This design comes from an exercise in tuning for small area, a short achievable clock period and few clock cycles on the open sky130 flow, not from production work.
The RTL was checked by simulation tests, not by an equivalence proof against the original design.
No activity file was given, so power comes from the tool's default toggle rates.

== raven ==
Design WorkingFinal, start of the top module:
module WorkingFinal(input clk, input reset, input wire [15:0] mem_rdata,
                    output wire [15:0] mem_addr, output wire [15:0] mem_wdata,
                    output wire mem_we, output wire halt);
	reg [15:0] mar;       
	reg [15:0] ir;        
	reg        iv;        
	reg [15:0] wdr;       
	reg [15:0] rem;       
	reg [15:0] r4, r5, r6, r7;
	reg        we;        
	reg        dcyc;      
	reg        ldw;       
	reg [1:0]  ldrd;      
	reg        halted;
	reg [1:0]  dst;       
	reg [3:0]  cnt;       
	reg        dsm;       
	assign mem_addr  = mar;
	assign mem_wdata = wdr;
	assign mem_we    = we;
	assign halt      = halted;
	wire [3:0] op = ir[15:12];
	wire [2:0] rd = ir[11:9];
	wire [2:0] rs = ir[8:6];
	wire [2:0] rt = ir[5:3];
	wire [2:0] rc = ir[2:0];
	wire [15:0] sext6 = {{10{ir[5]}}, ir[5:0]};
	wire [15:0] sext3 = {{13{ir[2]}}, ir[2:0]};
	wire [15:0] soff = {sext6[14:0], 1'b0};
	wire isDIV  = (op == 4'b0011);
	wire isLW   = (op == 4'b1000);
	wire isSW   = (op == 4'b1001);
	wire isBNE  = (op == 4'b1010);
	wire isJALR = (op == 4'b1101);
	wire isSH   = (op[3:2] == 2'b01) && (op[1:0] != 2'b00);
	wire isORI  = (op == 4'b1011);
	wire wrRd   = (op[3] == 1'b0 && op != 4'b0011) || isORI || isJALR;
	wire fc = !dcyc && !halted;    
	wire ev = iv && fc;            
	function [15:0] rdreg(input [2:0] i, input [15:0] a4, input [15:0] a5,
	                      input [15:0] a6, input [15:0] a7);
		case (i)
			3'd0: rdreg = 16'd1;
			3'd1: rdreg = 16'd3;
			3'd2: rdreg = 16'd4;
			3'd3: rdreg = 16'd15;
			3'd4: rdreg = a4;
			3'd5: rdreg = a5;
			3'd6: rdreg = a6;
			default: rdreg = a7;
		endcase
	endfunction
	wire [2:0] bidx = (isBNE || isSW) ? rd : rt;
	wire [15:0] A = rdreg(rs, r4, r5, r6, r7);
	wire [15:0] B = rdreg(bidx, r4, r5, r6, r7);
	wire [15:0] C = rdreg(rc, r4, r5, r6, r7);
	wire big = ir[2];
  ...
Size in the first run: about 140 flip-flops, roughly 52 I/O pins.
clock: 30.0 ns
lec_check: 0
abc_area: 1
cap_margin: 20
core_margin: 2
core_utilization: 52
cts_buf_list: sky130_fd_sc_hd__clkbuf_8
slew_margin: 20
standard.sh (not shown) runs the stock make flow with config.mk's settings and CLKGATE_MAP_FILE= SYNTH_SCRIPT=/design/flow/synth_recipe.tcl, a recipe that flattens the netlist after the stock synthesis.
==> flow/flow/run.sh <==
#!/bin/bash
# The standard layout (standard.sh: ORFS from synthesis to finish, with
# the standard flow's constraints), with two changes:
#  - synthesis is the standard flow's synthesis script, except that ABC maps the logic
#    with flow/abc_map_a.script (area-oriented mapping); flip-flop mapping and
#    every other synthesis step are unchanged, so the registers are the same;
#  - timing repair keeps a setup margin, so that it works on the achieved
#    period and not only on the 30 ns clock.
# Make's output goes to standard.log; ORFS keeps each step's log under orfs/logs.
set -euo pipefail
here=$(pwd)
{
  echo "proc abc {args} { set i [lsearch \$args -script]; if {\$i >= 0} { lset args [expr {\$i + 1}] $here/flow/abc_map_a.script }; yosys abc {*}\$args }"
  cat synth_recipe.tcl
} > synth_recipe_own.tcl
sed "s#SYNTH_SCRIPT=$here/synth_recipe.tcl#SYNTH_SCRIPT=$here/synth_recipe_own.tcl#" standard.sh > standard_own.sh
grep -q synth_recipe_own.tcl standard_own.sh
bash standard_own.sh SETUP_SLACK_MARGIN=23 finish > standard.log 2>&1
==> flow/flow/abc_map_a.script <==
strash
dch -f
map -a
topo
stime -c
Testbench counts of raven, summed over its fixed seeds: cycles 15,859.
[inputs] indigo vs raven
Settings: a change of CORE_UTILIZATION from 52 to 45.
Findings:
From raven to indigo the numbers moved as follows: number of optimization iterations in the first detailed-route pass lost 13, average wire length per cell after detail routing lost 3.0%, global-route usage lost 5.7 points, via count lost about 3.3%. [compare] base=raven new=indigo: post-cts repair resize count now smaller; die area now larger.
[inputs] juniper vs indigo
Settings: CORE_UTILIZATION changed from 45 to 38.
==> comparison <==
The length in cells of the worst reg-to-reg path number comes out higher for indigo vs juniper. indigo → juniper: power grew by about 4.4%; met3 track utilization from global routing decreased 3.5 points; setup slack went down 16 ps.
> inputs changed (juniper -> harbor)
Settings: setting TNS_END_PERCENT to 5 for the first time; changing CORE_UTILIZATION from 38 to 45.
--- a/flow/flow/run.sh
+++ b/flow/flow/run.sh
@@ -18 +18 @@
-bash standard_own.sh SETUP_SLACK_MARGIN=23 finish > standard.log 2>&1
+bash standard_own.sh SETUP_SLACK_MARGIN=23.3 TNS_END_PERCENT=5 finish > standard.log 2>&1
### Flow results
Re wire length: harbor and juniper aren't equal, and the higher value belongs to harbor. harbor vs. juniper: fraction of standard cell area that is sequential fell 0.22 points; largest fanout of any net on the critical path moved up; starting density of the core rose 7.1 points; time the final worst path needs with I/O delays and setup moved up. Area growth from synthesis to layout: harbor vs juniper up 1.1 points. Die area: harbor vs juniper down 4500 um^2. The run showing the smaller power is harbor. Global routing's busiest layer: met1 -> juniper, met2 -> harbor. Taking juniper as the reference, in harbor maximum frequency saw a decrease; final worst slack saw a decrease; design area saw an increase.

========
## v6
Another version of the RTL of WorkingFinal (not shown whole).
Size: ~140 flip-flops, about 12000 um^2 of cells after synthesis.
export LEC_CHECK = 0
export ABC_AREA = 1
export CAP_MARGIN = 20
export CORE_MARGIN = 2
export CORE_UTILIZATION = 45
export CTS_BUF_LIST = sky130_fd_sc_hd__clkbuf_8
export SLEW_MARGIN = 20
create_clock -name core_clock -period 30.0 [get_ports {clk}]
==> flow/flow/run.sh <==
#!/bin/bash
# The standard layout (the standard.sh: ORFS synthesis to finish, unchanged
# scripts and constraints), with timing repair asked to keep a setup margin,
# so that the repair works on the achieved period and not just on the 30 ns
# clock. The make output goes to standard.log; ORFS keeps each step's log
# under orfs/logs.
set -euo pipefail
bash standard.sh SETUP_SLACK_MARGIN=23 finish > standard.log 2>&1
Testbench counts of v6, summed over its fixed seeds: cycles 16,919.
Input-level comparison between v7 and v6:
# v6
export LEC_CHECK = 0
export ABC_AREA = 1
export CAP_MARGIN = 20
export CORE_MARGIN = 2
export CORE_UTILIZATION = 45
export CTS_BUF_LIST = sky130_fd_sc_hd__clkbuf_8
export SLEW_MARGIN = 20
create_clock -name core_clock -period 30.0 [get_ports {clk}]
# v7
export LEC_CHECK = 0
export ABC_AREA = 1
export CAP_MARGIN = 20
export CORE_MARGIN = 2
export CORE_UTILIZATION = 45
export SLEW_MARGIN = 20
create_clock -name core_clock -period 30.0 [get_ports {clk}]
--- outcome ---
v7 finished all stages; the layout is clean. v7 can be clocked slower than v6. v6 vs v7, launch point of the critical path: mar[8] vs mem_rdata[7]. Comparing v7 with v6, the area of the multi-input gates came out essentially unchanged. v6 -> v7: routed wire length flat. Worst voltage drop across the vdd grid of v7 falls short of that of v6 by a few percent. In the reports for v7 and v6, the smaller share of power burned in combinational logic belongs to v7.

## separate check: timing with driven ports
The results above use ideal ports. As a check the final layouts listed here were re-extracted and re-timed, cells and wires unchanged. Step 1 sets driving cells, clkbuf_16 on the clock port and buf_2 on the other inputs (assumed; they add their load-dependent delay and slew). Step 2, shift: input delay + t, output delay - t, t = (earliest + latest rising clock arrival at the registers) / 2. This alone moves slack from input paths to output paths. Slacks: no drivers / after step 1 / after step 2; pairs: no drivers / after step 1.
| run | shift t [ns] | slack for setup (ns) | slew at the worst register clock pin (ns) |
|---|---|---|---|
| raven | 0.516 | 22.974 / 22.967 / 22.476 | 0.10 / 0.10 |
| indigo | 0.538 | 23.005 / 22.956 / 22.508 | 0.11 / 0.11 |
| juniper | 0.536 | 22.989 / 22.941 / 22.527 | 0.09 / 0.09 |
| harbor | 0.520 | 22.949 / 22.967 / 22.447 | 0.12 / 0.12 |
| v6 | 0.512 | 23.015 / 22.969 / 22.531 | 0.12 / 0.12 |
| v7 | 0.485 | 22.969 / 22.961 / 22.505 | 0.08 / 0.08 |
After both steps every run listed still meets setup and hold. For harbor, which loses most, drivers alone change the setup slack by +0.018 ns; drivers and shift together by -0.502 ns.
